Source: an optimization exercise on an open RTL-to-GDS flow (aim: small area). Production flows keep margins and buffers that such runs may drop.
Where RTL was checked, it was by simulation tests only, not by an equivalence proof against the original.
Power is estimated from default activity; no workload was simulated.

Setup of north:
==> flow/design.v <==
module bit_scaler(
d,
y
);
input      [7:0]d;
output    [16:0]y;
wire     [335:0]ta = {21'd662586, 21'd618413, 21'd574242, 21'd530069, 21'd485896, 21'd441723, 21'd397553, 21'd353379, 21'd309206, 21'd265033, 21'd220860, 21'd176689, 21'd132516, 21'd88343, 21'd44170, 21'd0};
wire     [335:0]tb = {21'd897414, 21'd894652, 21'd891892, 21'd889131, 21'd886371, 21'd883609, 21'd880847, 21'd878088, 21'd875326, 21'd872567, 21'd869805, 21'd867045, 21'd864284, 21'd861524, 21'd858762, 21'd856000};
wire      [20:0]a = ta[d[7:4]*21 +: 21];
wire      [20:0]b = tb[d[3:0]*21 +: 21];
wire      [21:0]c;
wire      [20:0]s;
assign c[0] = 1'b0;
genvar i;
generate for (i = 0; i < 21; i = i + 1) begin : rc
  assign s[i]   = a[i] ^ b[i] ^ c[i];
  assign c[i+1] = (a[i] & b[i]) | (c[i] & (a[i] ^ b[i]));
end endgenerate
assign y = s[20:4];
endmodule
module pwm_signal(
clk,
rst,
position,
load,
pwm_out,
low_byte
);
input           clk;
input           rst;
input      [7:0]position;
input           load;
output reg      pwm_out;
output     [7:0]low_byte;        
localparam [20:0] FRAME_LAST = 21'h10C8DF;  
reg        [7:0]pos;             
reg       [20:0]_time;           
wire      [21:0]_time_next = _time + 1'b1;
wire      [16:0]pulse_length;
wire            wrap = &(_time | ~FRAME_LAST);
bit_scaler bs(.d(pos), .y(pulse_length));
assign low_byte = pulse_length[7:0];
always @(posedge clk) begin
  if (rst)       pos <= 8'd0;
  else if (load) pos <= position;
end
always @(posedge clk) begin
  if (rst || wrap) _time <= 21'd0;
  else             _time <= _time_next[20:0];
end
always @(posedge clk) begin
  if (rst)                                pwm_out <= 1'b0;
  else if (wrap)                          pwm_out <= 1'b1;
  else if (_time_next >= pulse_length)    pwm_out <= 1'b0;
end
endmodule
module servo_driver(
clk,
rst,
pulse_request,
pwm_out,
rdy_in,
akn_in_out,
addr,
tap
);
input           clk;
input           rst;             
input      [7:0]pulse_request;
input           rdy_in;
input      [7:0]addr;
output          pwm_out;
output          akn_in_out;
output     [7:0]tap;
parameter LOCAL_ADDR = 8'H1;
reg             send_data;       
reg             send_akn;        
reg        [2:0]seq;             
reg        [7:0]data;            
wire            idle  = ~seq[2] & ~seq[0];
wire            save  = ~seq[1] &  seq[0];
wire            send2 =  seq[1] & ~seq[0];
wire            send3 =  seq[2] & ~seq[1];
wire            step  = idle ? send_data : (save ? send_akn : 1'b1);
assign akn_in_out = send_akn;
always @(posedge clk) begin
  if (rst) begin
    send_data <= 1'b0;
    send_akn  <= 1'b0;
    seq       <= 3'b000;
  end else begin
    if (send_data) begin
      if (save) begin
        send_data <= 1'b0;
        send_akn  <= 1'b1;
      end
    end else if (send_akn) begin
      if (~rdy_in) send_akn <= 1'b0;
    end else if (rdy_in && (addr == LOCAL_ADDR)) begin
      send_data <= 1'b1;
    end
    if (step) seq <= {seq[1:0], ~seq[2]};
  end
end
wire       [7:0]low_byte;
always @(posedge clk) begin
  if (idle)       data <= pulse_request;
  else if (send2) data <= low_byte;
end
pwm_signal PWM1(
  .clk(clk),
  .rst(rst),
  .position(data),
  .load(send2),
  .pwm_out(pwm_out),
  .low_byte(low_byte)
);
assign tap = send3 ? data : low_byte;
endmodule
export LEC_CHECK = 0
export CAP_MARGIN = 20
export CORE_MARGIN = 2
export CORE_UTILIZATION = 40
export SLEW_MARGIN = 20
create_clock -name core_clock -period 25.0 [get_ports {clk}]
standard.sh (not shown) runs the stock make flow with config.mk's settings and CLKGATE_MAP_FILE= SYNTH_SCRIPT=/design/flow/synth_recipe.tcl, a recipe that flattens the netlist after the stock synthesis.
==> flow/flow/run.sh <==
#!/bin/bash
# Layout flow: the standard synthesis, then the combinational logic of its
# netlist is mapped again for area (the registers are kept as they are), then
# the standard ORFS flow from floorplan to finish.
set -euo pipefail
WORK=$(pwd)
FLOW=$WORK/flow
R=$WORK/orfs/results/$FLOW_PLATFORM/servo_driver/base

bash standard.sh synth > $WORK/std_synth.log 2>&1

cp $R/1_2_yosys.v $WORK/std_netlist.v
bash $FLOW/resynth.sh $WORK/std_netlist.v $WORK/resynth.v > $WORK/resynth.log 2>&1

cp $WORK/resynth.v $R/1_2_yosys.v
touch $R/1_2_yosys.v $R/1_2_yosys.sdc
rm -f $R/1_synth.odb $R/1_synth.sdc

bash standard.sh \
  "BUFFER_PORTS_ARGS=-buffer_cell sky130_fd_sc_hd__buf_1" \
  "CTS_ARGS=$(cat $FLOW/cts_args.txt)" \
  finish > $WORK/std_finish.log 2>&1
Other scripts of this flow, unchanged in this note and not shown: flow/flow/abc_p1_a.script, flow/flow/abc_p1_b.script, flow/flow/abc_p1_ds1.script, flow/flow/abc_p1_ds2.script, flow/flow/abc_p1_ds3.script, flow/flow/abc_p1_ds4.script, flow/flow/abc_p2_ds5.script, flow/flow/abc_p2_ds6.script, flow/flow/abc_p2_ds7.script, flow/flow/abc_p2_ds8.script, flow/flow/abc_p3_ds10.script, flow/flow/abc_p3_ds11.script, flow/flow/abc_p3_ds12.script, flow/flow/abc_p3_ds9.script, flow/flow/cts_args.txt, flow/flow/resynth.sh
Edits applied to the flow inputs when going from north to south:
==> flow/design.v, changed modules only <==
module pwm_signal(
clk,
rst,
position,
load,
pwm_out,
tap
);
input           clk;
input           rst;
input      [7:0]position;
input           load;
output reg      pwm_out;
output reg [7:0]tap;
localparam [20:0] FRAME_LAST = 21'h10C8DF;  
reg        [7:0]pos;             
reg       [20:0]_time;           
wire      [21:0]_time_next = _time + 1'b1;
wire      [16:0]pulse_length;
wire            wrap = &(_time | ~FRAME_LAST);
bit_scaler bs(.d(pos), .y(pulse_length));
always @(posedge clk) begin
  if (rst) begin
    pos <= 8'd0;
    tap <= 8'hFC;
  end else begin
    if (load) pos <= position;
    tap <= pulse_length[7:0];
  end
end
always @(posedge clk) begin
  if (rst || wrap) _time <= 21'd0;
  else             _time <= _time_next[20:0];
end
always @(posedge clk) begin
  if (rst)                                pwm_out <= 1'b0;
  else if (wrap)                          pwm_out <= 1'b1;
  else if (_time_next >= pulse_length)    pwm_out <= 1'b0;
end
endmodule
module servo_driver(
clk,
rst,
pulse_request,
pwm_out,
rdy_in,
akn_in_out,
addr,
tap
);
input           clk;
input           rst;             
input      [7:0]pulse_request;
input           rdy_in;
input      [7:0]addr;
output          pwm_out;
output          akn_in_out;
output     [7:0]tap;
parameter LOCAL_ADDR = 8'H1;
reg             send_data;       
reg             send_akn;        
reg        [2:0]seq;             
reg        [7:0]data;            
wire            idle  = ~seq[2] & ~seq[0];
wire            save  = ~seq[1] &  seq[0];
wire            send2 =  seq[1] & ~seq[0];
wire            step  = idle ? send_data : (save ? send_akn : 1'b1);
assign akn_in_out = send_akn;
always @(posedge clk) begin
  if (rst) begin
    send_data <= 1'b0;
    send_akn  <= 1'b0;
    seq       <= 3'b000;
  end else begin
    if (send_data) begin
      if (save) begin
        send_data <= 1'b0;
        send_akn  <= 1'b1;
      end
    end else if (send_akn) begin
      if (~rdy_in) send_akn <= 1'b0;
    end else if (rdy_in && (addr == LOCAL_ADDR)) begin
      send_data <= 1'b1;
    end
    if (step) seq <= {seq[1:0], ~seq[2]};
  end
end
always @(posedge clk) begin
  if (idle) data <= pulse_request;
end
pwm_signal PWM1(
  .clk(clk),
  .rst(rst),
  .position(data),
  .load(send2),
  .pwm_out(pwm_out),
  .tap(tap)
);
endmodule
Notes after the runs:
On number of nets with antenna violations after routing, south and north are basically level.
Proportion of power drawn by the clock network in south is 11 points above north.
Compare south and north | critical path depth lower: south
Taking north as 1.0, south lands at 0.890 on cell-internal power.
Route | south vs north | wire shorter in south
No stage failed in south, and the final checks on the layout all came back clean.
south ended up with a lower hold slack than north did.
Looking at number of fill cells across south and north, the one that comes out lower is south.
north leaves less setup margin than south.
Only the layout flow was run in south; the RTL was not checked for function there.

## static timing again, ports no longer ideal
The flow's constraints put no driver on any port. The routed layouts listed below were extracted and timed again, unchanged, in two steps.
Step 1: set_driving_cell puts a clkbuf_16 on clk and a buf_2 on each other input, an assumption about the parent block.
Step 2 times the ports against the registers' clock, not the clock port: input delays grow and output delays shrink by t, the midpoint of the rising clock arrivals with the driver on.
a / b / c = no drivers / after step 1 / after step 2; a / b = the first two.
| run | shift t [ns] | slack for setup (ns) | worst hold slack (ns) | worst setup path at the end | worst slew at a driven data input, ns |
|---|---|---|---|---|---|
| north | 0.315 | 15.292 / 15.264 / 15.579 | 0.461 / 0.461 / 0.461 | register to output | 0.03 |
| south | 0.322 | 18.812 / 18.819 / 18.497 | 0.454 / 0.454 / 0.454 | input to register | 0.03 |
After both steps every run listed still meets setup and hold. The setup slack of south, which loses most, moves by +0.007 ns with the drivers and by -0.315 ns with both steps.
